From an optimization exercise on the open Yosys and OpenROAD flow, aimed at small area; shortcuts taken in it are not production practice.
The RTL was checked by simulation tests, not by an equivalence proof against the original design.
Power figures rest on the tool's default switching activity, not on a simulated workload.

<file path="design/flow/config.mk">
export PLATFORM = sky130hd
export DESIGN_NAME = starsea_core
export DESIGN_NICKNAME = starsea_core
export VERILOG_FILES = /design/flow/design.v
export SDC_FILE = /design/flow/constraint.sdc
export NUM_CORES = 4
export LEC_CHECK = 0
export CAP_MARGIN = 20
export CORE_MARGIN = 2
export CORE_UTILIZATION = 40
export SLEW_MARGIN = 20
</file>
<file path="design/flow/constraint.sdc">
create_clock -name core_clock -period 12.0 [get_ports {clk}]
set_input_delay 2.4000 -clock core_clock [delete_from_list [all_inputs] [get_ports {clk}]]
set_output_delay 2.4000 -clock core_clock [all_outputs]
set_load 0.01 [all_outputs]
</file>
<file path="design/flow/design.v">
module regs (
input         clk,
input         rst_n,
input  [ 4:0] rs1,
input  [ 4:0] rs2,
input         hz1,         
input         hz2,
output [31:0] rs1_dat,
output [31:0] rs2_dat,
input         we,
input  [ 4:0] rd,
input  [31:0] rd_dat
);
reg  [31:1] valid;
reg  [32*32-1:32] mem;
wire [31:1] wsel;
wire [31:1] sel1;
wire [31:1] sel2;
genvar i;
generate for (i = 1; i < 32; i = i + 1) begin : g_reg
    assign wsel[i] = we & (rd == i);
    always @(posedge clk or negedge rst_n)
        if (~rst_n)       valid[i] <= 1'b0;
        else if (wsel[i]) valid[i] <= 1'b1;
    always @(posedge clk)
        if (wsel[i]) mem[i*32 +: 32] <= rd_dat;
    assign sel1[i] = (rs1 == i) & valid[i] & ~hz1;
    assign sel2[i] = (rs2 == i) & valid[i] & ~hz2;
end endgenerate
genvar b;
generate for (b = 0; b < 32; b = b + 1) begin : g_rd
    wire [31:1] t1, t2;
    for (i = 1; i < 32; i = i + 1) begin : g_t
        assign t1[i] = sel1[i] & mem[i*32 + b];
        assign t2[i] = sel2[i] & mem[i*32 + b];
    end
    assign rs1_dat[b] = (|t1) | (hz1 & rd_dat[b]);
    assign rs2_dat[b] = (|t2) | (hz2 & rd_dat[b]);
end endgenerate
endmodule
module alu (
input      [31:0] a,
input      [31:0] b,
input      [ 2:0] funct3,
input             arith,      
input             sub,        
input             force_add,  
output     [31:0] sum,
output            eq,
output            lts,
output            ltu,
output reg [31:0] res
);
wire [32:0] s33 = {1'b0, a} + {1'b0, b ^ {32{sub}}} + {32'b0, sub};
assign sum = s33[31:0];
assign eq  = ~|sum;
assign ltu = ~s33[32];
assign lts = (a[31] ^ b[31]) ? a[31] : sum[31];
wire        left = (funct3 == 3'b001);
wire [31:0] a_rev;
wire [31:0] sr;
wire [31:0] sr_rev;
genvar i;
generate for (i = 0; i < 32; i = i + 1) begin : g_rev
    assign a_rev[i]  = a[31-i];
    assign sr_rev[i] = sr[31-i];
end endgenerate
wire [31:0] sin  = left ? a_rev : a;
wire        fill = ~left & arith & a[31];
wire [32:0] sx   = $signed({fill, sin}) >>> b[4:0];
assign sr = sx[31:0];
wire [31:0] shf = left ? sr_rev : sr;
always @(*) begin
    if (force_add) res = sum;
    else case (funct3)
        3'b000: res = sum;
        3'b001: res = shf;
        3'b010: res = {31'b0, lts};
        3'b011: res = {31'b0, ltu};
        3'b100: res = a ^ b;
        3'b101: res = shf;
        3'b110: res = a | b;
        default: res = a & b;
    endcase
end
endmodule
module starsea_core
(
  input          clk                ,
  input          rst_n              ,
  input          intr               ,
  output  [31:0] inst_addr          ,
  input   [31:0] inst_data          ,
  output         dram_we_o          ,
  output  [ 3:0] dram_be_o          ,
  output         dram_rd_o          ,
  output  [31:0] dram_addr_o        ,
  output  [31:0] dram_wdat_o        ,
  input   [31:0] dram_rdat          ,
  output         reg_bus_we         ,
  output  [31:0] reg_bus_addr       ,
  output  [31:0] reg_bus_wdat       ,
  output         reg_bus_rd         ,
  input   [31:0] reg_bus_rdat
);
reg  [31:0] pc_inc;         
reg  [31:0] inst_ex;        
reg  [31:0] pc_d;           
reg  [ 4:0] rd_d;           
reg  [31:0] add_res;        
reg         add_res_val;
reg  [31:0] addr;           
reg  [31:0] wdat;           
reg  [ 2:0] funct3_wb;
reg         dram_we;
reg         dram_as;
reg         csrr_rd_en;
reg         btype_inst_wb;
reg         jalr_bran_take;
reg         btype_bran_take;
reg         ecall_bran_take;
reg         ebreak_bran_take;
reg         mret_bran_take;
reg         misalign_bran_take;
reg         jalr_misalign_bran_take;
reg         j_misalign_exception_ex;
reg         j_misalign_bran_take;
reg         intr_d;
reg         intr_bran_take;
reg  [31:0] mtvec;
reg  [31:0] mstatus;
reg  [31:0] mepc;
reg  [31:0] mtval;
reg  [ 3:0] mcause;
reg         v_mtvec;
reg         v_mstatus;
reg         started;
reg         v_mepc;
reg         v_mtval;
reg         v_add_res;
wire grp_x      = intr_bran_take | misalign_bran_take | jalr_misalign_bran_take |
                  j_misalign_bran_take | mret_bran_take | ebreak_bran_take;
wire pc_jump_en = grp_x | ecall_bran_take | jalr_bran_take | btype_bran_take;
wire [3:0] pc_sel = {grp_x, ecall_bran_take, jalr_bran_take, pc_jump_en};
wire s_jalr  = pc_sel == 4'b0011;
wire s_addr  = pc_sel == 4'b0001 | s_jalr | (pc_sel == 4'b1001 & mret_bran_take);
wire s_mtvec = pc_sel == 4'b0101 | (pc_sel == 4'b1001 & ~mret_bran_take);
wire s_inc   = ~s_addr & ~s_mtvec & started;
wire [31:0] pc = ({32{s_addr}} & {addr[31:1], addr[0] & ~s_jalr}) |
                 ({32{s_mtvec & v_mtvec}} & mtvec) |
                 ({32{s_mtvec & ~v_mtvec}} & 32'd4) |
                 ({32{s_inc}} & pc_inc);
assign inst_addr = pc;
wire        jal_inst = inst_data[6:0] == 7'b1101111;
wire [31:0] jal_imm  = {{11{inst_data[31]}}, inst_data[31], inst_data[19:12], inst_data[20], inst_data[30:21], 1'b0};
wire        j_misalign_exception = jal_inst & (pc[0] | (pc[1] ^ inst_data[21]));
always @(posedge clk or negedge rst_n)
    if (~rst_n) started <= 1'b0;
    else        started <= 1'b1;
always @(posedge clk) begin
    pc_inc  <= pc + (jal_inst ? jal_imm : 32'd4);
    inst_ex <= inst_data;
end
always @(posedge clk) begin
    pc_d         <= pc;
end
wire [6:0] op     = inst_ex[6:0];
wire [2:0] f3     = inst_ex[14:12];
wire [6:0] f7     = inst_ex[31:25];
wire [11:0] f12   = inst_ex[31:20];
wire is_r     = op == 7'b0110011;
wire is_iari  = op == 7'b0010011;
wire is_load  = op == 7'b0000011;
wire is_store = op == 7'b0100011;
wire is_lui   = op == 7'b0110111;
wire is_auipc = op == 7'b0010111;
wire is_br    = op == 7'b1100011;
wire is_jal   = op == 7'b1101111;
wire is_jalr  = op == 7'b1100111 && f3 == 3'b000;
wire is_sys   = op == 7'b1110011;
wire is_i     = is_load | is_iari | (op == 7'b1100111);
wire [4:0] rs1_ex = is_lui ? 5'b0 : inst_ex[19:15];
wire [4:0] rs2_ex = inst_ex[24:20];
wire [4:0] rd_ex  = (is_br | is_store | ~started) ? 5'b0 : inst_ex[11:7];
wire [31:0] imm_s = {{20{inst_ex[31]}}, inst_ex[31:25], is_store ? inst_ex[11:7] : inst_ex[24:20]};
wire [31:0] imm_u = {inst_ex[31:12], 12'b0};
wire [31:0] imm_b = {{20{inst_ex[31]}}, inst_ex[7], inst_ex[30:25], inst_ex[11:8], 1'b0};
wire go = ~pc_jump_en & started;      
wire [4:0] rs1_nx = (inst_data[6:0] == 7'b0110111) ? 5'b0 : inst_data[19:15];
wire [4:0] rs2_nx = inst_data[24:20];
wire hz1_nx = go & (rs1_nx == rd_ex) & (|rd_ex);
wire hz2_nx = go & (rs2_nx == rd_ex) & (|rd_ex);
always @(posedge clk) begin
    hazard_rs1 <= hz1_nx;
    hazard_rs2 <= hz2_nx;
end
wire [31:0] opa, opb;       
reg         hazard_rs1, hazard_rs2;
wire [31:0] rd_dat;
wire        rd_val = dram_as | add_res_val | csrr_rd_en;
regs u_regs (
.clk     (clk                ),
.rst_n   (rst_n              ),
.rs1     (rs1_ex             ),
.rs2     (rs2_ex             ),
.hz1     (hazard_rs1         ),
.hz2     (hazard_rs2         ),
.rs1_dat (opa                ),
.rs2_dat (opb                ),
.we      (rd_val             ),
.rd      (rd_d               ),
.rd_dat  (rd_dat             )
);
wire [31:0] alu_b = (is_r | is_br) ? opb : is_lui ? imm_u : imm_s;
wire        alu_sub = is_br | ((is_r | is_iari) & (f3 == 3'b010 | f3 == 3'b011)) |
                      (is_r & f3 == 3'b000 & f7[5]);
wire [31:0] sum, alu_res;
wire        eq, lts, ltu;
alu u_alu (
.a         (opa        ),
.b         (alu_b      ),
.funct3    (f3         ),
.arith     (f7[5]      ),
.sub       (alu_sub    ),
.force_add (is_lui     ),
.sum       (sum        ),
.eq        (eq         ),
.lts       (lts        ),
.ltu       (ltu        ),
.res       (alu_res    )
);
wire op_ok = (f7 == 7'b0000000) |
             (f7 == 7'b0100000 & (f3 == 3'b101 | (is_r & f3 == 3'b000))) |
             (is_iari & f3 != 3'b001 & f3 != 3'b101);
wire [31:0] pc_b   = is_auipc ? imm_u : is_br ? imm_b : 32'd4;
wire [31:0] pc_sum = pc_d + pc_b;
reg br_cond;
always @(*) begin
    case (f3)
    3'b000: br_cond = eq;
    3'b001: br_cond = ~eq;
    3'b100: br_cond = lts;
    3'b110: br_cond = ltu;
    3'b111: br_cond = ~ltu;
    default: br_cond = ~lts;
    endcase
end
wire load_misalign_exception  = go & is_load &
                                ((f3 == 3'b010 & (|sum[1:0])) | ((f3 == 3'b001 | f3 == 3'b101) & sum[0]));
wire store_misalign_exception = go & is_store &
                                ((f3 == 3'b010 & (|sum[1:0])) | (f3 == 3'b001 & sum[0]));
wire misalign_exception       = btype_inst_wb & (|pc[1:0]);
wire jalr_misalign_exception  = jalr_bran_take & addr[1];
wire ecall_ex  = go & is_sys & f12 == 12'h000 & f3 == 3'b000;
wire ebreak_ex = go & is_sys & f12 == 12'h001 & f3 == 3'b000;
wire mret_ex   = go & is_sys & f7 == 7'h18 & f3 == 3'b000;
wire csrw      = go & is_sys & f3 == 3'b001;
wire intr_take = intr & ~intr_d & mstatus[3] & v_mstatus;
wire upd_res = go & (((is_r | is_iari) & op_ok) | is_lui | is_auipc | is_jal | is_jalr);
always @(posedge clk)
    if (upd_res) add_res <= (is_auipc | is_jal | is_jalr) ? pc_sum : alu_res;
wire csr_r = is_sys & f3 == 3'b010;
wire [31:0] csr_rd = ({32{csr_r & f12 == 12'h300 & v_mstatus}} & mstatus) |
                     ({32{csr_r & f12 == 12'h305 & v_mtvec}} & mtvec) |
                     ({32{csr_r & f12 == 12'h305 & ~v_mtvec}} & 32'd4) |
                     ({32{((csr_r & f12 == 12'h341) | f3 == 3'b000) & v_mepc}} & mepc) |
                     ({32{csr_r & f12 == 12'h342}} & {28'b0, mcause}) |
                     ({32{csr_r & f12 == 12'h343 & v_mtval}} & mtval);
always @(posedge clk) begin
    addr          <= is_br ? pc_sum : is_sys ? csr_rd : sum;
    wdat          <= opb;
    funct3_wb     <= f3;
    rd_d          <= rd_ex;
    btype_inst_wb <= is_br & started;
end
always @(posedge clk or negedge rst_n)
    if (~rst_n) begin
        add_res_val             <= 1'b0;
        dram_we                 <= 1'b0;
        dram_as                 <= 1'b0;
        csrr_rd_en              <= 1'b0;
        jalr_bran_take          <= 1'b0;
        btype_bran_take         <= 1'b0;
        ecall_bran_take         <= 1'b0;
        ebreak_bran_take        <= 1'b0;
        mret_bran_take          <= 1'b0;
        misalign_bran_take      <= 1'b0;
        jalr_misalign_bran_take <= 1'b0;
        j_misalign_exception_ex <= 1'b0;
        j_misalign_bran_take    <= 1'b0;
        intr_d                  <= 1'b0;
        intr_bran_take          <= 1'b0;
    end else begin
        add_res_val             <= go & (is_r | is_iari | is_lui | is_auipc | is_jal | is_jalr);
        dram_we                 <= go & is_store & ~store_misalign_exception;
        dram_as                 <= go & is_load & ~load_misalign_exception;
        csrr_rd_en              <= go & is_sys & (f3 == 3'b001 | f3 == 3'b010 | f3 == 3'b111);
        jalr_bran_take          <= go & is_jalr;
        btype_bran_take         <= go & is_br & ((hazard_rs1 & hazard_rs2) | br_cond);
        ecall_bran_take         <= ecall_ex;
        ebreak_bran_take        <= ebreak_ex;
        mret_bran_take          <= mret_ex;
        misalign_bran_take      <= misalign_exception | load_misalign_exception | store_misalign_exception;
        jalr_misalign_bran_take <= jalr_misalign_exception;
        j_misalign_exception_ex <= j_misalign_exception;
        j_misalign_bran_take    <= j_misalign_exception_ex;
        intr_d                  <= intr;
        intr_bran_take          <= intr_take;
    end
always @(posedge clk)
    if (wr_mtvec) mtvec <= opa;
wire wr_mtvec   = csrw && f12 == 12'h305;
wire wr_mstatus = csrw && f12 == 12'h300;
wire wr_mepc_rs = csrw && f12 == 12'h341;
wire wr_mepc_pc = ecall_ex | ebreak_ex | store_misalign_exception | load_misalign_exception |
                  misalign_exception | intr_take;
wire wr_mtval_pc  = misalign_exception | jalr_misalign_exception | j_misalign_exception_ex;
wire wr_mtval_sum = load_misalign_exception | store_misalign_exception;
always @(posedge clk)
    if (wr_mstatus) mstatus <= opa;
always @(posedge clk)
    if (wr_mepc_rs)      mepc <= opa;
    else if (wr_mepc_pc) mepc <= pc_d;
always @(posedge clk)
    if (wr_mtval_pc)       mtval <= pc;
    else if (wr_mtval_sum) mtval <= sum;
always @(posedge clk or negedge rst_n)
    if (~rst_n) begin
        v_mtvec   <= 1'b0;
        v_mstatus <= 1'b0;
        v_mepc    <= 1'b0;
        v_mtval   <= 1'b0;
        v_add_res <= 1'b0;
    end else begin
        if (wr_mtvec)                   v_mtvec   <= 1'b1;
        if (wr_mstatus)                 v_mstatus <= 1'b1;
        if (wr_mepc_rs | wr_mepc_pc)    v_mepc    <= 1'b1;
        if (wr_mtval_pc | wr_mtval_sum) v_mtval   <= 1'b1;
        if (upd_res)                    v_add_res <= 1'b1;
    end
always @(posedge clk or negedge rst_n)
    if (~rst_n)                       mcause <= 4'd0;
    else if (ecall_ex)                mcause <= 4'd11;
    else if (ebreak_ex)               mcause <= 4'd3;
    else if (load_misalign_exception) mcause <= 4'd4;
    else if (store_misalign_exception) mcause <= 4'd6;
    else if (misalign_exception)      mcause <= 4'd0;
wire [31:0] dout = addr[31] ? reg_bus_rdat : dram_rdat;
reg  [ 7:0] ld_byte;
always @(*) begin
    case (addr[1:0])
    2'd0: ld_byte = dout[ 7: 0];
    2'd1: ld_byte = dout[15: 8];
    2'd2: ld_byte = dout[23:16];
    default: ld_byte = dout[31:24];
    endcase
end
wire [15:0] ld_half = addr[1] ? dout[31:16] : dout[15:0];
reg  [31:0] load_data;
always @(*) begin
    case (funct3_wb)
    3'b000: load_data = {{24{ld_byte[7]}}, ld_byte};
    3'b100: load_data = {24'b0, ld_byte};
    3'b001: load_data = {{16{ld_half[15]}}, ld_half};
    3'b101: load_data = {16'b0, ld_half};
    3'b010: load_data = dout;
    default: load_data = 32'b0;
    endcase
end
assign rd_dat = dram_as ? load_data : csrr_rd_en ? addr : (add_res & {32{v_add_res}});
wire sb = funct3_wb == 3'b000;
wire sh = funct3_wb == 3'b001;
wire sw = funct3_wb == 3'b010;
wire [3:0] be;
assign be[0] = (sb & addr[1:0] == 2'd0) | (sh & ~addr[1]) | sw;
assign be[1] = (sb & addr[1:0] == 2'd1) | (sh & ~addr[1]) | sw;
assign be[2] = (sb & addr[1:0] == 2'd2) | (sh &  addr[1]) | sw;
assign be[3] = (sb & addr[1:0] == 2'd3) | (sh &  addr[1]) | sw;
wire [31:0] st_dat;
assign st_dat[ 7: 0] = be[0] ? wdat[7:0] : 8'b0;
assign st_dat[15: 8] = be[1] ? (sb ? wdat[7:0] : wdat[15:8]) : 8'b0;
assign st_dat[23:16] = be[2] ? (sw ? wdat[23:16] : wdat[7:0]) : 8'b0;
assign st_dat[31:24] = be[3] ? (sb ? wdat[7:0] : sh ? wdat[15:8] : wdat[31:24]) : 8'b0;
assign dram_we_o    = dram_we & ~addr[31];
assign dram_rd_o    = dram_as & ~addr[31];
assign dram_be_o    = be;
assign dram_addr_o  = {~addr[30], ~addr[30], addr[29:0]};
assign dram_wdat_o  = st_dat;
assign reg_bus_we   = dram_we & addr[31];
assign reg_bus_rd   = dram_as & addr[31];
assign reg_bus_addr = addr;
assign reg_bus_wdat = st_dat;
endmodule
</file>
<file path="design/flow/flow/run.sh">
#!/bin/bash
# Standard ORFS layout (the standard.sh), with these changes to how it is made:
#  - ABC maps the logic with an area-oriented script (abc_area_nf.script) in place
#    of ORFS's delay-oriented one; registers are mapped before ABC, so they are
#    the standard synthesis's registers; adders are mapped with Yosys's own
#    carry-lookahead instead of ORFS's Kogge-Stone map;
#  - the port buffers are buf_1 cells instead of clkdlybuf4s50_1;
#  - clock tree synthesis uses small clock buffers, larger sink clusters and
#    no dummy loads.
# ORFS writes each step's full log to orfs/logs/; make's own output goes to
# flow_make.log in the work folder.
set -euo pipefail
cd "$(dirname "$0")/.."
W=$PWD
rm -rf "$W/scripts_alt"
cp -r "$FLOW_HOME/scripts" "$W/scripts_alt"
cp "$W/flow/abc_area_nf.script" "$W/scripts_alt/abc_speed.script"
bash "$W/standard.sh" "SCRIPTS_DIR=$W/scripts_alt" \
    "SYNTH_OPERATIONS_ARGS=-nofsm" \
    "BUFFER_PORTS_ARGS=-buffer_cell sky130_fd_sc_hd__buf_1" \
    'CTS_ARGS=-sink_clustering_enable -repair_clock_nets -dont_use_dummy_load -buf_list sky130_fd_sc_hd__clkbuf_8 -root_buf sky130_fd_sc_hd__clkbuf_8 -sink_clustering_size 12 -sink_clustering_max_diameter 60' \
    finish > "$W/flow_make.log" 2>&1
</file>
<file path="design/flow/flow/abc_area_nf.script">
&get -n
&st
&dch
&nf -R 1000 -p -F 8 -A 4
&put
</file>
<file path="design/flow/standard.sh">
#!/bin/bash
# synth_recipe.tcl (not shown) runs the flow's synth.tcl, then flattens the netlist and writes it again
# the make line also repeats each setting of config.mk as NAME=value (left out here)
make -C /OpenROAD-flow-scripts/flow DESIGN_CONFIG=/design/flow/config.mk WORK_HOME=/design/flow/orfs CLKGATE_MAP_FILE= SYNTH_SCRIPT=/design/flow/synth_recipe.tcl "${@:-finish}"
</file>
==> out/qor.txt, run 1 <==
============================================================================================
Worst max-slew margin expressed relative to the limit                                 12.33%
Min-delay worst type                                                                 reg2reg
Number of maximum-capacitance constraint violations                                        0
Maximum single-stage delay on the critical path                                       780 ps
Net count of the mapped netlist                                                         5305
Routability Congestion                                                                 1.013
Cell occurring most often along the worst timing path                           sky130_fd_sc_hd__a211oi_1
Fin Setup TNS                                                                           0 ps
CTS clock-pin slew for the worst setup and hold paths                                  70 ps
Synth area leaders                                                              sky130_fd_sc_hd__edfxtp_1 (54%), sky130_fd_sc_hd__a22oi_1 (6.1%), sky130_fd_sc_hd__dfxtp_1 (5.3%), sky130_fd_sc_hd__a222oi_1 (4.4%), sky130_fd_sc_hd__ha_1 (3.0%)
Adder-cell share of the synthesized area                                              4.377%
Number of antenna violations at the first check in global routing                         31
DR vias                                                                                56840
Global-route usage over all layers                                                    38.65%
Slowest stage cell on the critical path                                         sky130_fd_sc_hd__clkinv_1
Number of buffers inserted to repair setup after CTS                                       0
Proportion of layout cells with a drive suffix above 1                                9.970%
Final routed DRC violation total                                                           0
Total length of routed wires                                                       324700 um
Critical path type                                                                   reg2reg
Proportion of netlist area held by the largest area contributor                       54.02%
Setup repair after global routing missed its margin                                       no
Clock Sink Count                                                                        1378
Number of flops mapped to enable cells by yosys                                         1152
Quantity of gates resized following cts                                                    0
Total core area                                                                 0.1587 sq mm
Number of optimization iterations in the first detailed-route pass                        14
Total clock buffers created by CTS                                                       142
Final core utilization                                                                45.27%
Syn. warnings                                                                              3
Aggregate global routing overflow                                                          0
Xor/xnor cell area share of the yosys netlist                                         1.163%
Remaining antenna violation count                                                          0
Post-layout minimum cycle time                                                      10850 ps
Worst-path maximum fanout                                                                 16
Count of final max-slew check failures                                                     0
Static Leakage                                                                      24.80 nW
Cells after Synth                                                                       5009
Count of routing violations after the opening detailed-route iteration                 13320
Top cells by count, synth                                                       sky130_fd_sc_hd__edfxtp_1 (1152), sky130_fd_sc_hd__a22oi_1 (518), sky130_fd_sc_hd__nand2_1 (474), sky130_fd_sc_hd__a222oi_1 (282), sky130_fd_sc_hd__nor2_1 (265)
Post-DP HPWL                                                                       211300 um
Number of failing setup endpoints in the final timing report                               0
Dominant combinational cell family by area after synthesis                      compound AO/OA/AOI/OAI gates
Initial Utilization                                                                   40.34%
Worst-Skew Late Latency                                                               990 ps
Vertical extent of the die                                                          404.1 um
Root Driver                                                                     sky130_fd_sc_hd__clkbuf_8
Chip width                                                                          404.1 um
Cell variety after synth                                                                  61
Synth area leader                                                               sky130_fd_sc_hd__edfxtp_1
Placement Setup Slack                                                               789.3 ps
Highest attainable clock frequency                                                 92.21 MHz
Total I/O pin count                                                                      267
Per-instance average area after synthesis                                        12.78 sq um
Pin slew with the least headroom to its limit                                        1311 ps
Number of buffers inserted for hold repair after clock tree synthesis                      0
Seq cells post-synth                                                                    1378
Sum of internal, switching and leakage power                                        8.606 mW
Area growth from synthesis to final layout                                            12.23%
I/O Buffers                                                                              266
Average wire per cell in the routed design                                          42.18 um
H-tree depth reported by CTS                                                               4
Maximum number of pins on one net before global-route repair                              66
Power density relative to cell area                                             119.7 mW/mm^2
Worst setup SP type                                                                     flop
Share of the clock period used by the worst path                                      90.38%
Max Clock Skew                                                                      170.5 ps
Multiplexer share of the synthesized area                                             1.970%
Compound-cell area share of the yosys netlist                                         19.43%
Max VDD drop                                                                       0.1183 mV
Vias per cell                                                                          7.385
Global-route wire length before repair                                             433000 um
Arrival time of data at the critical path endpoint                                  11460 ps
Number of fill cells in the layout                                                     14400
Number of placement rows                                                                 146
Basic-gate share of the synthesized area counting and, or, nand and nor cells         9.852%
Post-Syn Area                                                                   0.06404 sq mm
Outcome                                                     no timing/DRC/antenna violations
Total Nets Final                                                                        5905
Count leader, synth                                                             sky130_fd_sc_hd__edfxtp_1
Async set-reset flop share out of synthesis                                           4.064%
Top_reg_cell synth                                                              sky130_fd_sc_hd__edfxtp_1
Type of element capturing the critical path                                             flop
Sequential-to-total area share from yosys stat                                        61.53%
Die ar.                                                                         0.1633 sq mm
Final Hold Vio Count                                                                       0
Reg-to-reg setup timing slack                                                        1150 ps
Area after detailed placement                                                   0.06981 sq mm
Final standard cell area without fillers                                        0.07187 sq mm
Vias in the first global route                                                         52700
Setup WS post-layout                                                                 1155 ps
CTS tree                                                                               built
Worst EP required                                                                   12610 ps
Buffer levels on the longest clock path                                                    3
============================================================================================
## kinds of logic (layout without fill, tap and decap cells)
family / Yosys count / count (layout)
mux: 123 / 123
xor+xnor: 85 / 85
other cells: 1 / 19
compound gates: 1667 / 1667
fa+ha+maj: 197 / 197
flops: 1378 / 1378
buf+inv: 223 / 821
simple gates: 1335 / 1335
## through the flow
stage          hold slack [ps]  std cells
3_3_place_gp             371.0       7535
2_1_floorplan            347.6       5009
6_report                 384.9       7697
4_1_cts                  391.6       7678
5_1_grt                  394.1       7684
3_5_place_dp             384.9       7536
## power by group
| part | total, mW | leakage, nW | internal, mW | switching [mW] |
|---|---|---|---|---|
| clock network | 2.69 | 1.02 | 1.05 | 1.64 |
| registers | 5.26 | 13.3 | 5.19 | 0.0701 |
| logic | 0.661 | 10.4 | 0.178 | 0.483 |
| total | 8.61 | 24.8 | 6.41 | 2.19 |
## sequential cells by signal, summed over array words and instances, names as in the netlist, 3 cells and up
| register | flops |
|---|---|
| add_res | 32 |
| addr | 32 |
| funct3_wb | 3 |
| inst_ex | 32 |
| mcause | 4 |
| mepc | 32 |
| mstatus | 32 |
| mtval | 32 |
| mtvec | 32 |
| pc_d | 31 |
| pc_inc | 32 |
| rd_d | 5 |
| u_regs.mem | 992 |
| u_regs.valid | 31 |
| wdat | 32 |
## layout make-up
cell class                      instances  area, sq um  share of cell area, %
Sequential cell                      1378        39410                  54.83
Multi-Input combinational cell       3408        24370                  33.91
Timing Repair Buffer                  519         2899                  4.034
Tap cell                             2072         2592                  3.607
Clock buffer                          142         1954                  2.719
Inverter                              160        600.6                 0.8357
Antenna cell                           18        45.04                0.06267
## cells in the final DEF (no fill, tap or decap), types with 66 or more instances in the layout
cell type                  netlist  final
sky130_fd_sc_hd__a21oi_1       224    215
sky130_fd_sc_hd__a221oi_1      102    101
sky130_fd_sc_hd__a222oi_1      282    282
sky130_fd_sc_hd__a22o_1         73     73
sky130_fd_sc_hd__a22oi_1       518    518
sky130_fd_sc_hd__buf_1           0    265
sky130_fd_sc_hd__buf_4          63    252
sky130_fd_sc_hd__clkbuf_8        0    142
sky130_fd_sc_hd__clkinv_1      160    160
sky130_fd_sc_hd__dfxtp_1       170    167
sky130_fd_sc_hd__edfxtp_1     1152   1152
sky130_fd_sc_hd__ha_1          152    152
sky130_fd_sc_hd__mux2i_1        99     97
sky130_fd_sc_hd__nand2_1       474    474
sky130_fd_sc_hd__nand3_1       133    132
sky130_fd_sc_hd__nand4_1       163    163
sky130_fd_sc_hd__nor2_1        265    211
sky130_fd_sc_hd__nor3_1         70     66
sky130_fd_sc_hd__o21ai_0       222    201
## final timing paths
path | startpoint | to | depth (start not counted)
min in group asynchronous | rst_n | u_regs.valid[22]$_DFFE_PN0P_ | 2
max in group asynchronous | rst_n | dram_as$_DFF_PN0_ | 2
worst min register to register | j_misalign_exception_ex$_DFF_PN0_ | j_misalign_bran_take$_DFF_PN0_ | 0
worst max-delay path | hazard_rs1$_DFF_P_ | add_res[0]$_DFFE_PP_ | 32
worst min-delay path | j_misalign_exception_ex$_DFF_PN0_ | j_misalign_bran_take$_DFF_PN0_ | 0
worst max register to register | hazard_rs1$_DFF_P_ | add_res[0]$_DFFE_PP_ | 32
## layer usage
metal / up-vias / share of wire [%] / GRT usage (%)
met5: - / 0.14 / 1.695
met4: 20 / 7.3 / 23.11
met3: 1342 / 17 / 18.59
met2: 5715 / 41 / 53.85
met1: 27930 / 35 / 48.14
li1: 21830 / - / -
## worst max-delay path: cells and delay by family (launching register included)
family          cells  cell delay (ps)
xor+xnor            1              250
compound gates     16             4400
simple gates       10             2710
mux                 1              490
fa+ha+maj           2             1080
buf+inv             2              960
flops               1              620
==> inputs of run 2 (changes only) <==
--- a/design/flow/config.mk
+++ b/design/flow/config.mk
@@ -7,5 +7,5 @@
 export LEC_CHECK = 0
 export CAP_MARGIN = 20
 export CORE_MARGIN = 2
-export CORE_UTILIZATION = 40
+export CORE_UTILIZATION = 50
 export SLEW_MARGIN = 20
==> run 2 against run 1 <==
Final cell count down 5.7%; clock power about the same; utilization up 11 points; critical path depth down 1; via count down 0.64%; global-route usage up 8.4 points; clock-buffer cell count up 1; critical endpoint unchanged; largest cell class unchanged; highest routed layer unchanged.
==> out/qor.txt, run 2 <==
=====================================================================================
Top delay family on crit path                                            compound AO/OA/AOI/OAI gates
CTS tree                                                                        built
Root Driver                                                              sky130_fd_sc_hd__clkbuf_8
Slowest stage cell on the critical path                                  sky130_fd_sc_hd__a21oi_1
Sum of buffers and inverters on the critical path                                   1   -1
Area growth from synthesis to final layout                                     11.07%
Reg-to-reg setup timing slack                                                 1060 ps   -100 ps
Count of final max-slew check failures                                              0   unchanged
Vias in the first global route                                                  51580   -2.1%
Power density relative to cell area                                      120.7 mW/mm^2   +0.79%
Number of failing setup endpoints in the final timing report                        0   unchanged
Vertical extent of the die                                                   361.9 um   -10%
Worst-Skew Late Latency                                                        920 ps   -70 ps
Max Clock Skew                                                               128.7 ps   -41.73 ps
Cell occurring most often along the worst timing path                    sky130_fd_sc_hd__a211oi_1
Number of flip-flops under the largest register name                              992   unchanged
Total Nets Final                                                                 5891   -0.24%
Final Hold Vio Count                                                                0   unchanged
Syn. warnings                                                                       3   unchanged
Largest Register                                                           u_regs.mem
Outcome                                              no timing/DRC/antenna violations
Top_reg_cell synth                                                       sky130_fd_sc_hd__edfxtp_1
Max VDD drop                                                                0.1322 mV   +12%
Per-instance average area after synthesis                                 12.78 sq um   unchanged
Number of optimization iterations in the first detailed-route pass                 10   -4
Reg-to-Reg Start                                                         inst_ex[6]$_DFF_P_
Path length in cells of the critical path                                          31   -3.1%
Seq cells post-synth                                                             1378   unchanged
Number of standard cells in the final layout excluding fillers                   7258   -5.7%
Remaining antenna violation count                                                   0   unchanged
Type of element capturing the critical path                                      flop
Final standard cell area without fillers                                 0.07112 sq mm   -1.0%
Worst max-slew margin expressed relative to the limit                          8.500%   -3.8 points
Number of maximum-capacitance constraint violations                                 0   unchanged
Maximum single-stage delay on the critical path                               1080 ps   +300 ps
Total clock buffers created by CTS                                                143   +0.70%
Number of buffers inserted to repair setup after CTS                                0   unchanged
Min-delay worst type                                                          reg2reg
Sequential-to-total area share from yosys stat                                 61.53%   unchanged
CTS clock-pin slew for the worst setup and hold paths                           80 ps   about the same
Count of routing violations after the opening detailed-route iteration          13330   +0.098%
Synth area leaders                                                       sky130_fd_sc_hd__edfxtp_1 (54%), sky130_fd_sc_hd__a22oi_1 (6.1%), sky130_fd_sc_hd__dfxtp_1 (5.3%), sky130_fd_sc_hd__a222oi_1 (4.4%), sky130_fd_sc_hd__ha_1 (3.0%)
Number of placement rows                                                          131   -10%
Area after detailed placement                                            0.06911 sq mm   -0.99%
Fin Setup TNS                                                                    0 ps   unchanged
Die ar.                                                                  0.1310 sq mm   -20%
Critical path type                                                            reg2reg
Share of the clock period used by the worst path                               91.19%   +0.81 points
Maximum number of pins on one net before global-route repair                       66   unchanged
Register-to-Register Path Depth                                                    31   -3.1%
Proportion of layout cells with a drive suffix above 1                         9.494%   -0.48 points
Pin slew with the least headroom to its limit                                 1358 ps   +46.97 ps
H-tree depth reported by CTS                                                        4   unchanged
Final routed DRC violation total                                                    0   unchanged
Routability Congestion                                                          1.034   +2.1%
Proportion of netlist area held by the largest area contributor                54.02%   unchanged
Chip width                                                                   361.9 um   -10%
Buffer levels on the longest clock path                                             3   unchanged
Setup repair after global routing missed its margin                                no
Post-layout minimum cycle time                                               10940 ps   +97.46 ps
Post-Syn Area                                                            0.06404 sq mm   unchanged
Synth area leader                                                        sky130_fd_sc_hd__edfxtp_1
Async set-reset flop share out of synthesis                                    4.064%   unchanged
Highest attainable clock frequency                                          91.39 MHz   -0.89%
Cells after Synth                                                                5009   unchanged
Cell variety after synth                                                           61   unchanged
Vias per cell                                                                   7.781   +5.4%
Initial Utilization                                                            50.28%   +9.9 points
Number of flops mapped to enable cells by yosys                                  1152   unchanged
Number of antenna violations at the first check in global routing                  21   -32%
Total I/O pin count                                                               267   unchanged
Worst EP required                                                            12530 ps   -80 ps
Number of buffers inserted for hold repair after clock tree synthesis               0   unchanged
Post-DP HPWL                                                                207600 um   -1.7%
Sum of internal, switching and leakage power                                 8.584 mW   -0.26%
Total length of routed wires                                                315600 um   -2.8%
Count leader, synth                                                      sky130_fd_sc_hd__edfxtp_1
Arrival time of data at the critical path endpoint                           11480 ps   +20 ps
Launch point of the worst path                                           inst_ex[6]$_DFF_P_
Hold depth                                                                          0   unchanged
Leading cell type in the layout, fill and taps excluded                  sky130_fd_sc_hd__edfxtp_1
Worst-path maximum fanout                                                          17   +1
Top cells by count, synth                                                sky130_fd_sc_hd__edfxtp_1 (1152), sky130_fd_sc_hd__a22oi_1 (518), sky130_fd_sc_hd__nand2_1 (474), sky130_fd_sc_hd__a222oi_1 (282), sky130_fd_sc_hd__nor2_1 (265)
Clock Sink Count                                                                 1378   unchanged
Global-route usage over all layers                                             47.04%   +8.4 points
Worst setup SP type                                                              flop
CP endpoint                                                              add_res[0]$_DFFE_PP_
Aggregate global routing overflow                                                   0   unchanged
Quantity of gates resized following cts                                             0   unchanged
Static Leakage                                                               24.73 nW   -0.30%
Total instance count after detailed placement                                    7110   -5.7%
I/O Buffers                                                                       266   unchanged
DR vias                                                                         56470   -0.64%
Reg2Reg Capture Point                                                    add_res[0]$_DFFE_PP_
Leading cell types in the layout, fill and taps excluded                 sky130_fd_sc_hd__edfxtp_1 (1152), sky130_fd_sc_hd__a22oi_1 (518), sky130_fd_sc_hd__nand2_1 (473), sky130_fd_sc_hd__a222oi_1 (282), sky130_fd_sc_hd__buf_1 (265)
Net count of the mapped netlist                                                  5305   unchanged
Average wire per cell in the routed design                                   43.49 um   +3.1%
Global-route wire length before repair                                      423500 um   -2.2%
Total core area                                                          0.1274 sq mm   -20%
=====================================================================================
==> run 2: cell count changes in the layout (fill, tap and decap cells not counted), sizes merged <==
| cell | delta |
|---|---|
| buf | -14 |
| diode | -15 |
==> run 2: cell families after synthesis <==
| family | after synthesis | synth area share (%) |
|---|---|---|
| flops | 1378 | 61.53 |
| simple gates | 1335 | 9.852 |
| compound gates | 1667 | 19.43 |
| buf+inv | 223 | 1.676 |
| mux | 123 | 1.970 |
| other cells | 1 | 0.005856 |
| xor+xnor | 85 | 1.163 |
| fa+ha+maj | 197 | 4.377 |
==> run 2: cell type report <==
cell class              instances  area, sq um
repair buffers                504         2786
fillers                     10710        56230
diodes                          3        7.507
flip-flops and latches       1378        39400
well taps                    1662         2079
clock buffers                 143         1968
inverters                     160        600.6
multi-input cells            3408        24280
==> run 2: per-layer routing <==
| layer | share of wire (%) | GRT usage (%) |
|---|---|---|
| met5 | 0.022 | 0 |
| met4 | 6.6 | 25.13 |
| met3 | 18 | 21.74 |
| met2 | 38 | 61.52 |
| met1 | 37 | 64.40 |
==> run 2: through the flow <==
stage / worst slack [ps] / utilization, % / hold WS, ps
6_report: 1058 / 55.85 / 362.4
5_1_grt: 820.2 / 55.84 / 383.3
3_5_place_dp: 1112 / 54.27 / 364.1
4_1_cts: 1627 / 55.81 / 367.0
3_3_place_gp: 1289 / 54.26 / 366.0
2_1_floorplan: 872.3 / - / 347.6
==> run 2: worst min-delay path by stage <==
| stage | slack (ps) | from | to |
|---|---|---|---|
| floorplan | 350 | j_misalign_exception_ex$_DFF_PN0_ | j_misalign_bran_take$_DFF_PN0_ |
| global placement | 370 | j_misalign_exception_ex$_DFF_PN0_ | j_misalign_bran_take$_DFF_PN0_ |
| detailed placement | 360 | j_misalign_exception_ex$_DFF_PN0_ | j_misalign_bran_take$_DFF_PN0_ |
| CTS | 370 | j_misalign_exception_ex$_DFF_PN0_ | j_misalign_bran_take$_DFF_PN0_ |
| global route | 380 | j_misalign_exception_ex$_DFF_PN0_ | j_misalign_bran_take$_DFF_PN0_ |
| finish | 360 | j_misalign_exception_ex$_DFF_PN0_ | j_misalign_bran_take$_DFF_PN0_ |
==> run 2: power breakdown <==
group | internal (mW) | switching [mW]
combinational | 0.178 | 0.488
sequential | 5.19 | 0.0690
clock | 1.06 | 1.60
total | 6.42 | 2.16
==> inputs of run 3 (changes only) <==
--- a/design/flow/design.v
+++ b/design/flow/design.v
@@ -178,7 +178,6 @@
 wire is_jal   = op == 7'b1101111;
 wire is_jalr  = op == 7'b1100111 && f3 == 3'b000;
 wire is_sys   = op == 7'b1110011;
-wire is_i     = is_load | is_iari | (op == 7'b1100111);
 wire [4:0] rs1_ex = is_lui ? 5'b0 : inst_ex[19:15];
 wire [4:0] rs2_ex = inst_ex[24:20];
 wire [4:0] rd_ex  = (is_br | is_store | ~started) ? 5'b0 : inst_ex[11:7];
@@ -190,12 +189,12 @@
 wire [4:0] rs2_nx = inst_data[24:20];
 wire hz1_nx = go & (rs1_nx == rd_ex) & (|rd_ex);
 wire hz2_nx = go & (rs2_nx == rd_ex) & (|rd_ex);
+reg  hazard_rs1, hazard_rs2;
 always @(posedge clk) begin
     hazard_rs1 <= hz1_nx;
     hazard_rs2 <= hz2_nx;
 end
 wire [31:0] opa, opb;       
-reg         hazard_rs1, hazard_rs2;
 wire [31:0] rd_dat;
 wire        rd_val = dram_as | add_res_val | csrr_rd_en;
 regs u_regs (
--- a/design/flow/config.mk
+++ b/design/flow/config.mk
@@ -8,4 +8,5 @@
 export CAP_MARGIN = 20
 export CORE_MARGIN = 2
 export CORE_UTILIZATION = 50
+export PLACE_DENSITY = 0.75
 export SLEW_MARGIN = 20
==> run 3 against run 2 <==
Sequential share of layout area about the same; register-to-register slack better by 460 ps; still clean on timing, DRC and antenna; routed wire length decreased by 4.8%; largest power group unchanged; first-iteration DRC count is 7.9% higher; hold slack improved by 55 ps; fmax up 1.1%; largest cell class unchanged; total power hardly changed; combinational power about the same; highest routed layer unchanged.
==> out/qor.txt, run 3 <==
=====================================================================================
Outcome                                              no timing/DRC/antenna violations
Max Clock Skew                                                               121.4 ps   -7.351 ps
Buffer levels on the longest clock path                                             3   unchanged
Net count of the mapped netlist                                                  5305   unchanged
Post-layout minimum cycle time                                               10820 ps   -121.6 ps
Total length of routed wires                                                300500 um   -4.8%
I/O Buffers                                                                       266   unchanged
Seq cells post-synth                                                             1378   unchanged
Proportion of netlist area held by the largest area contributor                54.02%   unchanged
Largest Register                                                           u_regs.mem
Async set-reset flop share out of synthesis                                    4.064%   unchanged
Maximum single-stage delay on the critical path                               1210 ps   +130 ps
Sequential-to-total area share from yosys stat                                 61.53%   unchanged
Die ar.                                                                  0.1310 sq mm   unchanged
Quantity of gates resized following cts                                             0   unchanged
Critical path type                                                             in2reg
Total Nets Final                                                                 5899   +0.14%
Synth area leaders                                                       sky130_fd_sc_hd__edfxtp_1 (54%), sky130_fd_sc_hd__a22oi_1 (6.1%), sky130_fd_sc_hd__dfxtp_1 (5.3%), sky130_fd_sc_hd__a222oi_1 (4.4%), sky130_fd_sc_hd__ha_1 (3.0%)
Vias per cell                                                                   7.858   +0.99%
Final core utilization                                                         55.89%   about the same
Synth area leader                                                        sky130_fd_sc_hd__edfxtp_1
Highest attainable clock frequency                                          92.41 MHz   +1.1%
Startpoint of the tightest hold check path                               j_misalign_exception_ex$_DFF_PN0_
Placement Setup Slack                                                        930.7 ps   -181.2 ps
Syn. warnings                                                                       3   unchanged
Cells after Synth                                                                5009   unchanged
Per-instance average area after synthesis                                 12.78 sq um   unchanged
Number of optimization iterations in the first detailed-route pass                 14   +4
Count of routing violations after the opening detailed-route iteration          14380   +7.9%
H-tree depth reported by CTS                                                        4   unchanged
Setup WS post-layout                                                          1179 ps   +121.6 ps
Number of maximum-capacitance constraint violations                                 0   unchanged
Leading cell types in the layout, fill and taps excluded                 sky130_fd_sc_hd__edfxtp_1 (1152), sky130_fd_sc_hd__a22oi_1 (518), sky130_fd_sc_hd__nand2_1 (473), sky130_fd_sc_hd__a222oi_1 (282), sky130_fd_sc_hd__buf_1 (265)
Slowest stage cell on the critical path                                  sky130_fd_sc_hd__a2111oi_1
Clock Sink Count                                                                 1378   unchanged
Final Hold Vio Count                                                                0   unchanged
Fin Setup TNS                                                                    0 ps   unchanged
Max VDD drop                                                                0.1210 mV   -8.5%
Number of buffers inserted to repair setup after CTS                                0   unchanged
Pin slew with the least headroom to its limit                                 1341 ps   -16.96 ps
Final routed DRC violation total                                                    0   unchanged
Arrival time of data at the critical path endpoint                           11470 ps   about the same
DR vias                                                                         57140   +1.2%
Maximum number of pins on one net before global-route repair                       65   -1.5%
Count leader, synth                                                      sky130_fd_sc_hd__edfxtp_1
Min-delay worst type                                                          reg2reg
Proportion of layout cells with a drive suffix above 1                         9.070%   -0.42 points
Post-DP HPWL                                                                195900 um   -5.6%
Leading cell type in the layout, fill and taps excluded                  sky130_fd_sc_hd__edfxtp_1
Remaining antenna violation count                                                   0   unchanged
FF/Latch Area                                                            0.03940 sq mm   about the same
Sum of buffers and inverters on the critical path                                   4   +3
Multi-input logic area                                                   0.02426 sq mm   about the same
Number of failing setup endpoints in the final timing report                        0   unchanged
Worst max-slew margin expressed relative to the limit                          10.36%   +1.9 points
Number of fill cells in the layout                                              10370   -3.2%
Total clock buffers created by CTS                                                143   unchanged
Power density relative to cell area                                      120.5 mW/mm^2   -0.17%
Worst EP required                                                            12650 ps   +120 ps
Launch point of the worst path                                           reg_bus_rdat[23]
CTS tree                                                                        built
Share of the clock period used by the worst path                               90.17%   -1.0 points
Count of final max-slew check failures                                              0   unchanged
Static Leakage                                                               24.77 nW   +0.19%
Vias in the first global route                                                  53580   +3.9%
Post-Syn Area                                                            0.06404 sq mm   unchanged
Total core area                                                          0.1274 sq mm   unchanged
Initial Utilization                                                            50.28%   unchanged
Type of element capturing the critical path                                      flop
Top cells by count, synth                                                sky130_fd_sc_hd__edfxtp_1 (1152), sky130_fd_sc_hd__a22oi_1 (518), sky130_fd_sc_hd__nand2_1 (474), sky130_fd_sc_hd__a222oi_1 (282), sky130_fd_sc_hd__nor2_1 (265)
CTS clock-pin slew for the worst setup and hold paths                           90 ps   about the same
Aggregate global routing overflow                                                   0   unchanged
Reg-to-Reg Start                                                         addr[31]$_DFF_P_
Cell variety after synth                                                           61   unchanged
Top_reg_cell synth                                                       sky130_fd_sc_hd__edfxtp_1
Root Driver                                                              sky130_fd_sc_hd__clkbuf_8
Number of flops mapped to enable cells by yosys                                  1152   unchanged
Global-route usage over all layers                                             44.69%   -2.3 points
Average wire per cell in the routed design                                   41.32 um   -5.0%
Worst-path maximum fanout                                                          33   +16
Worst-Skew Late Latency                                                        950 ps   +30 ps
Total I/O pin count                                                               267   unchanged
Worst setup SP type                                                        input port
Top delay family on crit path                                            compound AO/OA/AOI/OAI gates
Setup repair after global routing missed its margin                                no
Number of placement rows                                                          131   unchanged
Number of flip-flops under the largest register name                              992   unchanged
Area growth from synthesis to final layout                                     11.16%   about the same
Routability Congestion                                                          1.088   +5.3%
Global-route wire length before repair                                      407400 um   -3.8%
Number of antenna violations at the first check in global routing                  12   -43%
Vertical extent of the die                                                   361.9 um   unchanged
Number of buffers inserted for hold repair after clock tree synthesis               0   unchanged
Chip width                                                                   361.9 um   unchanged
=====================================================================================
## run 3: cell counts after synthesis
Identical to the previous run, type by type.
## run 3: final cells by class
cell class	instances	share of cell area (%)
Sequential cell	1378	55.36
Multi-Input combinational cell	3408	34.09
Timing Repair Buffer	512	3.996
Tap cell	1662	2.921
Clock buffer	143	2.765
Inverter	160	0.8437
Antenna cell	9	0.03164
## run 3: layer usage
| layer | vias to the layer above | global-route usage (%) | wire length, um |
|---|---|---|---|
| met5 | - | 3.885 | 997 |
| met4 | 28 | 28.41 | 24880 |
| met3 | 1437 | 23.50 | 60200 |
| met2 | 6559 | 58.17 | 113500 |
| met1 | 27310 | 57.35 | 100900 |
| li1 | 21810 | - | - |
## run 3: worst register-to-register path, delay by kind of cell, from the launching register on
family	cells	cell delay (ps)
adder cells (fa/ha/maj)	2	820
AND/OR/NAND/NOR	7	1120
buffers and inverters	4	1090
multiplexers	3	810
XOR/XNOR	2	780
flip-flops	1	700
AO/OA/AOI/OAI	17	4910
## run 3: metrics by stage
step / cells / power (mW) / instance area [sq um] / hold WS, ps
2_1_floorplan: 5009 / 5.671 / 64040 / 347.6
3_3_place_gp: 7114 / 5.981 / 69070 / 398.0
3_5_place_dp: 7117 / 5.985 / 69140 / 393.3
4_1_cts: 7260 / 8.487 / 71110 / 416.8
5_1_grt: 7265 / 8.728 / 71160 / 433.9
6_report: 7272 / 8.576 / 71180 / 417.2
## run 3: worst paths after layout
check                      cells after the start  slack, ps                             end
max                                           35       1180            add_res[0]$_DFFE_PP_
min                                            0        420  j_misalign_bran_take$_DFF_PN0_
max reg2reg                                   35       1520            add_res[0]$_DFFE_PP_
min reg2reg                                    0        420  j_misalign_bran_take$_DFF_PN0_
max in group asynchronous                      2       9670               dram_as$_DFF_PN0_
min in group asynchronous                      2       1660    u_regs.valid[11]$_DFFE_PN0P_
## run 3: logic make-up (layout without fill, tap and decap cells)
logic type | Yosys count | in the layout | synth area share [%]
xor+xnor | 85 | 85 | 1.163
compound gates | 1667 | 1667 | 19.43
other cells | 1 | 10 | 0.005856
flops | 1378 | 1378 | 61.53
buf+inv | 223 | 815 | 1.676
mux | 123 | 123 | 1.970
fa+ha+maj | 197 | 197 | 4.377
simple gates | 1335 | 1335 | 9.852
## run 3: report_power, final
group          leakage [nW]  internal, mW  total (mW)  switching, mW
combinational          10.4         0.179       0.668          0.488
sequential             13.3          5.19        5.26         0.0739
clock                  1.03          1.06        2.65           1.59
total                  24.8          6.42        8.58           2.15
==> inputs of run 4 (changes only) <==
--- a/design/flow/config.mk
+++ b/design/flow/config.mk
@@ -8,5 +8,5 @@
 export CAP_MARGIN = 20
 export CORE_MARGIN = 2
 export CORE_UTILIZATION = 50
-export PLACE_DENSITY = 0.75
+export PLACE_DENSITY = 0.9
 export SLEW_MARGIN = 20
==> run 4 against run 3 <==
Clock skew is 2.2 ps higher; final cell count unchanged; clock power hardly changed; register-to-register slack better by 220 ps; design area down 0.10%; sequential power about the same; critical endpoint is now btype_bran_take$_DFF_PN0_; clock-buffer cell count is the same; highest routed layer unchanged; largest power group unchanged; routed wire length is 0.30% lower.
==> out/qor.txt, run 4 <==
=====================================================================================
Number of placement rows                                                          131   unchanged
Worst EP required                                                            12740 ps   +90 ps
Global-route usage over all layers                                             44.56%   -0.13 points
Average wire per cell in the routed design                                   41.19 um   -0.30%
Critical path type                                                             in2reg
Part of the total power dissipated in sequential elements                       61.5%   +0.2 points
Count of final max-slew check failures                                              0   unchanged
Setup repair after global routing missed its margin                                no
Post-Syn Area                                                            0.06404 sq mm   unchanged
Number of flip-flops under the largest register name                              992   unchanged
Quantity of gates resized following cts                                             0   unchanged
Max Clock Skew                                                               123.5 ps   +2.174 ps
CTS tree                                                                        built
Root Driver                                                              sky130_fd_sc_hd__clkbuf_8
Power spent charging and discharging nets                                    2.110 mW   -2.0%
Top_reg_cell synth                                                       sky130_fd_sc_hd__edfxtp_1
Total clock buffers created by CTS                                                143   unchanged
Global-route wire length before repair                                      407600 um   about the same
Aggregate global routing overflow                                                   0   unchanged
Area after detailed placement                                            0.06902 sq mm   -0.17%
Async set-reset flop share out of synthesis                                    4.064%   unchanged
Pin slew with the least headroom to its limit                                 1332 ps   -9.222 ps
Worst max-slew margin expressed relative to the limit                          11.20%   +0.84 points
FF/Latch Area                                                            0.03940 sq mm   unchanged
Final Hold Vio Count                                                                0   unchanged
Number of buffers inserted to repair setup after CTS                                0   unchanged
Leading cell type in the layout, fill and taps excluded                  sky130_fd_sc_hd__edfxtp_1
Routability Congestion                                                          1.053   -3.2%
I/O Buffers                                                                       266   unchanged
Slowest stage cell on the critical path                                  sky130_fd_sc_hd__nor4_1
Total length of routed wires                                                299500 um   -0.30%
Total I/O pin count                                                               267   unchanged
Highest attainable clock frequency                                          96.97 MHz   +4.9%
Multi-input logic area                                                   0.02422 sq mm   -0.19%
Vias per cell                                                                   7.896   +0.48%
Number of antenna violations at the first check in global routing                  26   +14
Count of routing violations after the opening detailed-route iteration          14540   +1.1%
Per-instance average area after synthesis                                 12.78 sq um   unchanged
Syn. warnings                                                                       3   unchanged
CTS clock-pin slew for the worst setup and hold paths                           90 ps   about the same
Cell occurring most often along the worst timing path                    sky130_fd_sc_hd__nand2_1
Number of buffers inserted for hold repair after clock tree synthesis               0   unchanged
H-tree depth reported by CTS                                                        4   unchanged
Final routed DRC violation total                                                    0   unchanged
Static Leakage                                                               24.74 nW   -0.14%
Share of the clock period used by the worst path                               85.93%   -4.2 points
Buffer levels on the longest clock path                                             3   unchanged
Post-DP HPWL                                                                197400 um   +0.78%
Max VDD drop                                                                0.1122 mV   -7.2%
Synth area leader                                                        sky130_fd_sc_hd__edfxtp_1
Top cells by count, synth                                                sky130_fd_sc_hd__edfxtp_1 (1152), sky130_fd_sc_hd__a22oi_1 (518), sky130_fd_sc_hd__nand2_1 (474), sky130_fd_sc_hd__a222oi_1 (282), sky130_fd_sc_hd__nor2_1 (265)
Maximum number of pins on one net before global-route repair                       66   +1.5%
Net count of the mapped netlist                                                  5305   unchanged
Gate power share                                                                 7.6%   -0.2 points
Post-layout minimum cycle time                                               10310 ps   -508.9 ps
Leading cell types in the layout, fill and taps excluded                 sky130_fd_sc_hd__edfxtp_1 (1152), sky130_fd_sc_hd__a22oi_1 (518), sky130_fd_sc_hd__nand2_1 (474), sky130_fd_sc_hd__a222oi_1 (282), sky130_fd_sc_hd__buf_1 (265)
Total Nets Final                                                                 5892   -0.12%
Initial Utilization                                                            50.28%   unchanged
Top delay family on crit path                                            compound AO/OA/AOI/OAI gates
Seq cells post-synth                                                             1378   unchanged
Area growth from synthesis to final layout                                     11.05%
Worst-Skew Late Latency                                                        930 ps   -20 ps
Chip width                                                                   361.9 um   unchanged
Cells after Synth                                                                5009   unchanged
Outcome                                              no timing/DRC/antenna violations
Number of optimization iterations in the first detailed-route pass                 15   +1
Number of failing setup endpoints in the final timing report                        0   unchanged
Arrival time of data at the critical path endpoint                           11050 ps   -420 ps
DR vias                                                                         57420   +0.48%
Placement Setup Slack                                                         1095 ps   +163.9 ps
Sum of buffers and inverters on the critical path                                   4   unchanged
Number of flops mapped to enable cells by yosys                                  1152   unchanged
Sum of internal, switching and leakage power                                 8.531 mW   -0.52%
Number of standard cells in the final layout excluding fillers                   7272   unchanged
Vertical extent of the die                                                   361.9 um   unchanged
Cell variety after synth                                                           61   unchanged
Remaining antenna violation count                                                   0   unchanged
Largest Register                                                           u_regs.mem
Worst setup SP type                                                        input port
Maximum single-stage delay on the critical path                                840 ps   -370 ps
Type of element capturing the critical path                                      flop
Power density relative to cell area                                      120.0 mW/mm^2   -0.42%
Proportion of layout cells with a drive suffix above 1                         8.867%   -0.20 points
Number of maximum-capacitance constraint violations                                 0   unchanged
Clock Sink Count                                                                 1378   unchanged
Total core area                                                          0.1274 sq mm   unchanged
Switching part of the total                                                    24.73%   -0.37 points
Share of power burned in the clock network                                      30.9%   about the same
Setup WS post-layout                                                          1688 ps   +508.9 ps
Min-delay worst type                                                          reg2reg
Proportion of netlist area held by the largest area contributor                54.02%   unchanged
Count leader, synth                                                      sky130_fd_sc_hd__edfxtp_1
Vias in the first global route                                                  53970   +0.74%
Total instance count after detailed placement                                    7109   -0.11%
Synth area leaders                                                       sky130_fd_sc_hd__edfxtp_1 (54%), sky130_fd_sc_hd__a22oi_1 (6.1%), sky130_fd_sc_hd__dfxtp_1 (5.3%), sky130_fd_sc_hd__a222oi_1 (4.4%), sky130_fd_sc_hd__ha_1 (3.0%)
Number of fill cells in the layout                                              10180   -1.9%
Final standard cell area without fillers                                 0.07111 sq mm   -0.10%
Worst-path maximum fanout                                                          32   -3.0%
P_int                                                                        6.421 mW   about the same
Die ar.                                                                  0.1310 sq mm   unchanged
Fin Setup TNS                                                                    0 ps   unchanged
Sequential-to-total area share from yosys stat                                 61.53%   unchanged
=====================================================================================
==> run 4: per-stage QoR <==
| stage | utilization [%] | hold WS (ps) |
|---|---|---|
| floorplan | - | 347.6 |
| global placement | 54.19 | 357.2 |
| detailed placement | 54.19 | 376.0 |
| CTS | 55.74 | 399.7 |
| global route | 55.81 | 413.6 |
| finish | 55.83 | 405.2 |
==> run 4: path summary, 6_finish.rpt <==
| check | start | endpoint | slack (ps) | cells past startpoint |
|---|---|---|---|---|
| max reg2reg | inst_ex[4]$_DFF_P_ | btype_bran_take$_DFF_PN0_ | 1740 | 29 |
| max | reg_bus_rdat[28] | btype_bran_take$_DFF_PN0_ | 1690 | 33 |
| min in group asynchronous | rst_n | dram_we$_DFF_PN0_ | 1720 | 2 |
| max in group asynchronous | rst_n | dram_as$_DFF_PN0_ | 9660 | 2 |
| min reg2reg | j_misalign_exception_ex$_DFF_PN0_ | j_misalign_bran_take$_DFF_PN0_ | 410 | 0 |
| min | j_misalign_exception_ex$_DFF_PN0_ | j_misalign_bran_take$_DFF_PN0_ | 410 | 0 |
==> run 4: cell type report <==
type	instances	share of cell area, %
Sequential cell	1378	55.41
Tap cell	1662	2.924
Timing Repair Buffer	505	3.940
Inverter	160	0.8446
Antenna cell	16	0.05631
Clock buffer	143	2.768
Multi-Input combinational cell	3408	34.06
==> run 4: cells by family after synthesis <==
logic type,after synthesis,share of synthesized area (%)
DFF,1378,61.53
xor gates and xnor gates,85,1.163
muxes,123,1.970
adders and majority gates,197,4.377
AOI/OAI and AO/OA,1667,19.43
buffers and inverters,223,1.676
and+or+nand+nor,1335,9.852
other,1,0.005856
==> run 4: layer usage <==
layer | GRT usage [%] | wire length [um] | up-vias
li1 | - | - | 21830
met1 | 53.12 | 94770 | 27160
met2 | 60.55 | 117600 | 6688
met3 | 23.15 | 57230 | 1704
met4 | 33.47 | 29150 | 37
met5 | 2.738 | 777 | -
==> run 4: power groups by stage <==
| stage | Clock, mW | Sequential, mW | Combinational (mW) |
|---|---|---|---|
| detailed placement | 0 | 5.35 | 0.608 |
| global placement | 0 | 5.35 | 0.603 |
| finish | 2.63 | 5.25 | 0.648 |
| floorplan | 0 | 5.34 | 0.332 |
| CTS | 2.60 | 5.25 | 0.611 |
| global route | 2.77 | 5.25 | 0.670 |
==> run 4: worst register-to-register path, delay by kind of cell (launching register included) <==
kind,cells,cell delay (ps)
adder cells (fa/ha/maj),1,450
XOR/XNOR,1,250
AND/OR/NAND/NOR,12,4210
AO/OA/AOI/OAI,12,4110
buffers and inverters,3,700
flip-flops,1,430
==> inputs of run 5 (changes only) <==
--- a/design/flow/config.mk
+++ b/design/flow/config.mk
@@ -8,5 +8,5 @@
 export CAP_MARGIN = 20
 export CORE_MARGIN = 2
 export CORE_UTILIZATION = 50
-export PLACE_DENSITY = 0.9
+export GPL_ROUTABILITY_DRIVEN = 0
 export SLEW_MARGIN = 20
==> run 5 against run 4 <==
Total power is 0.45% higher; critical path depth is 1 lower; worst setup slack worse by 51 ps; sequential cell count stayed put; fmax is 0.50% lower; first-iteration DRC count is 0.31% lower; combinational power is 0.6% lower; critical path type is now reg2reg; critical endpoint is now add_res[0]$_DFFE_PP_; largest power group unchanged.
==> out/qor.txt, run 5 <==
============================================================================================
Outcome                                                     no timing/DRC/antenna violations
Cell occurring most often along the worst timing path                           sky130_fd_sc_hd__a211oi_1
Leading cell type in the layout, fill and taps excluded                         sky130_fd_sc_hd__edfxtp_1
Reg-to-Reg Start                                                                inst_ex[6]$_DFF_P_
Hold depth                                                                                 0   unchanged
Total instance count after detailed placement                                           7107   -0.028%
Number of placement rows                                                                 131   unchanged
Dominant combinational cell family by area after synthesis                      compound AO/OA/AOI/OAI gates
Multiplexer share of the synthesized area                                             1.970%   unchanged
Gate power share                                                                        7.5%   about the same
Count of routing violations after the opening detailed-route iteration                 14490   -0.31%
Async set-reset flop share out of synthesis                                           4.064%   unchanged
Critical path type                                                                   reg2reg
Per-instance average area after synthesis                                        12.78 sq um   unchanged
Register-to-Register Path Depth                                                           32   +10%
Synth area leaders                                                              sky130_fd_sc_hd__edfxtp_1 (54%), sky130_fd_sc_hd__a22oi_1 (6.1%), sky130_fd_sc_hd__dfxtp_1 (5.3%), sky130_fd_sc_hd__a222oi_1 (4.4%), sky130_fd_sc_hd__ha_1 (3.0%)
Highest attainable clock frequency                                                 96.49 MHz   -0.50%
Compound-cell area share of the yosys netlist                                         19.43%   unchanged
Pin slew with the least headroom to its limit                                        1345 ps   +12.71 ps
Cells after Synth                                                                       5009   unchanged
CTS clock-pin slew for the worst setup and hold paths                                  80 ps   about the same
Max VDD drop                                                                       0.1274 mV   +13%
Arrival time of data at the critical path endpoint                                  11060 ps   about the same
Top cells by count, synth                                                       sky130_fd_sc_hd__edfxtp_1 (1152), sky130_fd_sc_hd__a22oi_1 (518), sky130_fd_sc_hd__nand2_1 (474), sky130_fd_sc_hd__a222oi_1 (282), sky130_fd_sc_hd__nor2_1 (265)
Global-route wire length before repair                                             417500 um   +2.4%
Number of failing setup endpoints in the final timing report                               0   unchanged
Number of antenna violations at the first check in global routing                         20   -23%
Sequential-to-total area share from yosys stat                                        61.53%   unchanged
Launch point of the worst path                                                  inst_ex[6]$_DFF_P_
Total Nets Final                                                                        5886   -0.10%
Chip width                                                                          361.9 um   unchanged
Slowest stage cell on the critical path                                         sky130_fd_sc_hd__a21oi_1
Basic-gate share of the synthesized area counting and, or, nand and nor cells         9.852%   unchanged
Total I/O pin count                                                                      267   unchanged
Total length of routed wires                                                       309400 um   +3.3%
Net count of the mapped netlist                                                         5305   unchanged
Average wire per cell in the routed design                                          42.57 um   +3.4%
Post-Syn Area                                                                   0.06404 sq mm   unchanged
Die ar.                                                                         0.1310 sq mm   unchanged
CTS tree                                                                               built
Vertical extent of the die                                                          361.9 um   unchanged
Worst max-slew margin expressed relative to the limit                                 9.665%   -1.5 points
Aggregate global routing overflow                                                          0   unchanged
Global-route usage over all layers                                                    46.06%   +1.5 points
Cell variety after synth                                                                  61   unchanged
Power density relative to cell area                                             120.5 mW/mm^2   +0.47%
WHS Endpoint                                                                    j_misalign_bran_take$_DFF_PN0_
Number of maximum-capacitance constraint violations                                        0   unchanged
Number of optimization iterations in the first detailed-route pass                        15   unchanged
H-tree depth reported by CTS                                                               4   unchanged
Vias per cell                                                                          7.915   +0.24%
Startpoint of the tightest hold check path                                      j_misalign_exception_ex$_DFF_PN0_
Synth area leader                                                               sky130_fd_sc_hd__edfxtp_1
Number of flip-flops under the largest register name                                     992   unchanged
Worst-path maximum fanout                                                                 19   -41%
Sum of internal, switching and leakage power                                        8.570 mW   +0.45%
Total clock buffers created by CTS                                                       142   -0.70%
Adder-cell share of the synthesized area                                              4.377%   unchanged
Syn. warnings                                                                              3   unchanged
Number of flops mapped to enable cells by yosys                                         1152   unchanged
Share of the clock period used by the worst path                                      86.36%   +0.43 points
Quantity of gates resized following cts                                                    0   unchanged
Final standard cell area without fillers                                        0.07110 sq mm   about the same
Reg-to-reg setup timing slack                                                        1640 ps   -100 ps
Switching part of the total                                                           25.18%   +0.44 points
Area after detailed placement                                                   0.06907 sq mm   about the same
Part of the total power dissipated in sequential elements                              61.3%   -0.2 points
Buffer levels on the longest clock path                                                    3   unchanged
Setup repair after global routing missed its margin                                       no
Largest Register                                                                  u_regs.mem
Number of fill cells in the layout                                                     10650   +4.6%
Maximum number of pins on one net before global-route repair                              66   unchanged
Reg2Reg Capture Point                                                           add_res[0]$_DFFE_PP_
Maximum single-stage delay on the critical path                                      1150 ps   +310 ps
DR vias                                                                                57520   +0.18%
I/O Buffers                                                                              266   unchanged
Power spent charging and discharging nets                                           2.158 mW   +2.3%
Hold_ws                                                                             404.6 ps   -0.6110 ps
Seq cells post-synth                                                                    1378   unchanged
Post-layout minimum cycle time                                                      10360 ps   +51.44 ps
Root Driver                                                                     sky130_fd_sc_hd__clkbuf_8
Proportion of layout cells with a drive suffix above 1                                9.341%   +0.47 points
Count leader, synth                                                             sky130_fd_sc_hd__edfxtp_1
Proportion of netlist area held by the largest area contributor                       54.02%   unchanged
Share of power burned in the clock network                                             31.2%   +0.3 points
Number of buffers inserted to repair setup after CTS                                       0   unchanged
Leading cell types in the layout, fill and taps excluded                        sky130_fd_sc_hd__edfxtp_1 (1152), sky130_fd_sc_hd__a22oi_1 (518), sky130_fd_sc_hd__nand2_1 (474), sky130_fd_sc_hd__a222oi_1 (282), sky130_fd_sc_hd__buf_1 (265)
Post-DP HPWL                                                                       200300 um   +1.5%
Worst-Skew Late Latency                                                               940 ps   about the same
Worst EP required                                                                   12690 ps   -50 ps
Type of element capturing the critical path                                             flop
Vias in the first global route                                                         52690   -2.4%
Max Clock Skew                                                                      100.9 ps   -22.66 ps
Count of final max-slew check failures                                                     0   unchanged
Number of standard cells in the final layout excluding fillers                          7268   -0.055%
Final Hold Vio Count                                                                       0   unchanged
Fin Setup TNS                                                                           0 ps   unchanged
Top_reg_cell synth                                                              sky130_fd_sc_hd__edfxtp_1
Worst setup SP type                                                                     flop
Static Leakage                                                                      24.69 nW   -0.20%
Min-delay worst type                                                                 reg2reg
P_int                                                                               6.412 mW   -0.14%
Final routed DRC violation total                                                           0   unchanged
Remaining antenna violation count                                                          0   unchanged
Number of buffers inserted for hold repair after clock tree synthesis                      0   unchanged
Xor/xnor cell area share of the yosys netlist                                         1.163%   unchanged
Area growth from synthesis to final layout                                            11.03%   about the same
Clock Sink Count                                                                        1378   unchanged
Initial Utilization                                                                   50.28%   unchanged
Total core area                                                                 0.1274 sq mm   unchanged
============================================================================================
## run 5: worst max-delay path: cells and delay by family (launching register included)
family,cells,cell delay (ps)
AOI/OAI and AO/OA,16,4640
adders and majority gates,2,800
buffers and inverters,1,180
DFF,1,400
muxes,1,270
xor gates and xnor gates,1,520
and+or+nand+nor,11,3320
## run 5: how the worst max path moves through the flow
stage / endpoint / cells after the start
6_report: add_res[0]$_DFFE_PP_ / 32
2_1_floorplan: add_res[0]$_DFFE_PP_ / 26
4_1_cts: add_res[0]$_DFFE_PP_ / 32
3_5_place_dp: add_res[0]$_DFFE_PP_ / 36
3_3_place_gp: add_res[0]$_DFFE_PP_ / 35
5_1_grt: add_res[0]$_DFFE_PP_ / 32
## run 5: logic make-up after synthesis
kind of cell    after synthesis
simple gates               1335
fa+ha+maj                   197
buf+inv                     223
other cells                   1
mux                         123
xor+xnor                     85
compound gates             1667
flops                      1378
## run 5: routing by layer
metal / vias up / track usage [%] / part of all wire, %
met5: - / 4.107 / 0.30
met4: 32 / 28.83 / 8.0
met3: 1462 / 23.32 / 19
met2: 6374 / 59.76 / 38
met1: 27850 / 60.05 / 34
li1: 21800 / - / -
## run 5: final cells by class
type	count	area, sq um	area share [%]
Inverter	160	600.6	0.8447
Timing Repair Buffer	500	2760	3.882
Multi-Input combinational cell	3408	24250	34.11
Clock buffer	142	1954	2.749
Sequential cell	1378	39400	55.42
Antenna cell	18	45.04	0.06336
Tap cell	1662	2079	2.925
## run 5: per-stage QoR
stage / setup slack (ps) / util (%)
floorplan: 872.3 / -
CTS: 2158 / 55.77
detailed placement: 1489 / 54.23
finish: 1637 / 55.82
global placement: 1675 / 54.23
global route: 1135 / 55.80
## run 5: power groups by stage
stage          sequential (mW)  combinational (mW)  clock, mW
2_1_floorplan             5.34               0.332          0
3_3_place_gp              5.36               0.595          0
3_5_place_dp              5.36               0.599          0
4_1_cts                   5.25               0.601       2.65
5_1_grt                   5.25               0.664       2.81
6_report                  5.26               0.644       2.67

-- port drivers added, routing unchanged --
In the flow no input, the clock included, has a driving cell. The finished layouts below were timed again as built, in two steps. Step 1 assumes that a clkbuf_16 drives the clock port and a buf_2 every other input. Step 2 adds t to the input delays and takes it off the output delays; t is the mean of the earliest and latest rising clock arrival at the registers after step 1. Input paths then give back, and output paths get back, about the clock's delay inside the block. a / b / c = ideal ports / drivers / drivers and shift; a / b = the first two.
run | shift t [ns] | setup WS [ns] | worst data-port slew with drivers (ns)
run 1 | 0.997 | 1.155 / 1.155 / 0.329 | 0.06
run 2 | 0.931 | 1.057 / 1.057 / 0.536 | 0.08
run 3 | 0.978 | 1.179 / 1.246 / 0.269 | 0.13
run 4 | 0.939 | 1.688 / 1.741 / 0.803 | 0.06
run 5 | 0.972 | 1.637 / 1.637 / 0.966 | 0.09
After both steps every run listed still meets setup and hold. The setup slack of run 3, which loses most, moves by +0.067 ns with the drivers and by -0.910 ns with both steps.
